From an optimization exercise on the open Yosys and OpenROAD flow, aimed at a short achievable clock period and few clock cycles; shortcuts taken in it are not production practice. Only simulation tests tie the RTL to the original design; equivalence was not proved. Power is estimated from default activity; no workload was simulated.

## rev 12
// RV32Core
module RV32Core(
    input wire CPU_CLK,
    input wire CPU_RST,
    output wire [31:0] IMEM_A,
    input wire [31:0] IMEM_RD,
    output wire [31:0] DMEM_A,
    output wire [31:0] DMEM_WD,
    output wire [3:0] DMEM_WE,
    input wire [31:0] DMEM_RD
    );
    wire clk = CPU_CLK;
    wire rst = CPU_RST;
    localparam NBTB = 2;
    reg [31:0] pc_f;           
    reg [31:0] pcn_f;          
    wire [31:0] pcq = ~pcn_f;
    reg        v_i;            
    reg [31:0] pc_i;
    reg        bh_i;           
    reg        skid_v;         
    reg [31:0] skid, skid_pc;
    reg [11:0] skid_lo;
    reg [31:12] skid_ihi;
    reg        skid_bh;
    reg        v_d;
    reg [31:0] pc_d;
    reg        bh_d;
    reg [31:0] oh1, oh2;       
    reg [4:0]  rs1_d, rs2_d, rd_d;
    reg [2:0]  f3_d;
    reg        ld_d, st_d, br_d, jalr_d, jal_d;
    reg        use1_d, use2_d, wr_d, bimm_d, useA_d, useC_d, useS_d, useM_d;
    reg        rdir_d;         
    reg [31:0] imm_d;
    reg [11:0] lo_d;           
    reg [31:12] ihi_d;         
    reg        s_add_d, s_sub_d, s_sll_d, s_srl_d, s_sra_d, s_slt_d, s_sltu_d,
               s_xor_d, s_or_d, s_and_d, s_imm_d, s_pcadd_d, s_pc4_d;
    reg        v_e;
    reg [31:0] pc_e;
    reg [4:0]  rd_e;
    reg        wr_e;           
    reg        ld_e, st_e, br_e, jalr_e, jal_e;
    reg [2:0]  f3_e;
    reg [31:0] imm_e;
    reg [31:0] aA, oA, aC, bC, a, o2;
    reg        s_add, s_sub, s_sll, s_srl, s_sra, s_slt, s_sltu, s_xor, s_or, s_and,
               s_pre;
    reg [31:0] pre_e;          
    reg [31:0] pc4_e;
    reg        pt_e;           
    reg [31:0] sum_m, rest_m;   
  ...
For scale: ~11000 cells after synthesis, ~170 I/O pins.
==> flow/config.mk <==
export PLATFORM = sky130hd
export DESIGN_NAME = RV32Core
export DESIGN_NICKNAME = RV32Core
export VERILOG_FILES = /design/flow/design.v
export SDC_FILE = /design/flow/constraint.sdc
export NUM_CORES = 8
export LEC_CHECK = 0
export CAP_MARGIN = 20
export CORE_MARGIN = 2
export CORE_UTILIZATION = 35
export PLACE_DENSITY = 0.55
export SLEW_MARGIN = 20
export SYNTH_HIERARCHICAL = 1
==> flow/constraint.sdc <==
create_clock -name core_clock -period 10.0 [get_ports {CPU_CLK}]
set_input_delay 2.0000 -clock core_clock [delete_from_list [all_inputs] [get_ports {CPU_CLK}]]
set_output_delay 2.0000 -clock core_clock [all_outputs]
set_load 0.01 [all_outputs]
standard.sh (not shown) runs the stock make flow with config.mk's settings and CLKGATE_MAP_FILE= SYNTH_SCRIPT=/design/flow/synth_recipe.tcl, a recipe that flattens the netlist after the stock synthesis.
==> flow/flow/run.sh <==
#!/bin/bash
set -euo pipefail
MARGIN=${MARGIN:-6.8}
bash standard.sh SETUP_SLACK_MARGIN=$MARGIN finish > standard_flow.log 2>&1
Testbench counts of rev 12, summed over its fixed seeds: cycles 229,130.
--- input diff rev 12..rev 13 ---
Settings: changing CORE_UTILIZATION from 35 to 50; changing PLACE_DENSITY from 0.55 to 0.65.
- For number of well-tap cells placed, dividing the value from rev 12 by the value from rev 13 gives 1.4.
- Rev 13 ended up with a lower buffer depth of the longest clock path than rev 12 did.
- Compared to rev 12, rev 13 has effective utilization at floorplan 15 points higher.

---

Another version of the RTL of RV32Core (not shown whole).
For scale: ~11000 cells after synthesis, ~170 I/O pins, roughly 110000 um^2 of cells after synthesis.
==> flow/config.mk <==
export PLATFORM = sky130hd
export DESIGN_NAME = RV32Core
export DESIGN_NICKNAME = RV32Core
export VERILOG_FILES = /design/flow/design.v
export SDC_FILE = /design/flow/constraint.sdc
export NUM_CORES = 8
export LEC_CHECK = 0
export CAP_MARGIN = 20
export CORE_MARGIN = 2
export CORE_UTILIZATION = 35
export PLACE_DENSITY = 0.55
export SLEW_MARGIN = 20
export SYNTH_HIERARCHICAL = 1
==> flow/constraint.sdc <==
create_clock -name core_clock -period 10.0 [get_ports {CPU_CLK}]
set_input_delay 2.0000 -clock core_clock [delete_from_list [all_inputs] [get_ports {CPU_CLK}]]
set_output_delay 2.0000 -clock core_clock [all_outputs]
set_load 0.01 [all_outputs]
Scripts as last shown in full above: flow/flow/run.sh
Testbench counts at the start, summed over its fixed seeds: cycles 228,080.
==> next run, changes <==
CORE_UTILIZATION = 42   (was 35)
PLACE_DENSITY = 0.6   (was 0.55)
Outcome:
- The new run completed without violations
- register-to-register slack degrades by 100 ps
- worst hold slack stays flat
- clock power came out lower by a few percent
- routed wire length came out lower by a few percent
- core utilization came out higher by 8.1 points
- first-iteration DRC count came out higher by roughly a tenth
- final area came out lower slightly
- count of clock-buffer cells in the layout came out higher by 16
- via count came out higher slightly
- power came out lower slightly
- clock skew came out lower by 38 ps

port drivers added, routing unchanged:
The results above use ideal ports. As a check the final layouts listed here were re-extracted and re-timed, cells and wires unchanged. Step 1: set_driving_cell puts a clkbuf_16 on CPU_CLK and a buf_2 on each other input, an assumption about the parent block. Step 2 times the ports against the registers' clock, not the clock port: input delays grow and output delays shrink by t, the midpoint of the rising clock arrivals with the driver on. Slacks: ideal ports / drivers / drivers and shift; pairs: ideal ports / drivers.
run	t (ns)	slack for setup (ns)	worst slew at a driven data input, ns	cell pins on the clock port's net
rev 12	1.004	6.458 / 6.357 / 5.707	0.12	1
rev 13	0.974	6.523 / 6.421 / 5.706	0.06	1
the first run of note 2	1.024	6.524 / 6.410 / 5.659	0.10	1
the second run of note 2	0.986	6.487 / 6.438 / 5.750	0.11	1
After both steps setup and hold are still met in every run listed. For the first run of note 2, which loses most, drivers alone change the setup slack by -0.114 ns; drivers and shift together by -0.865 ns.
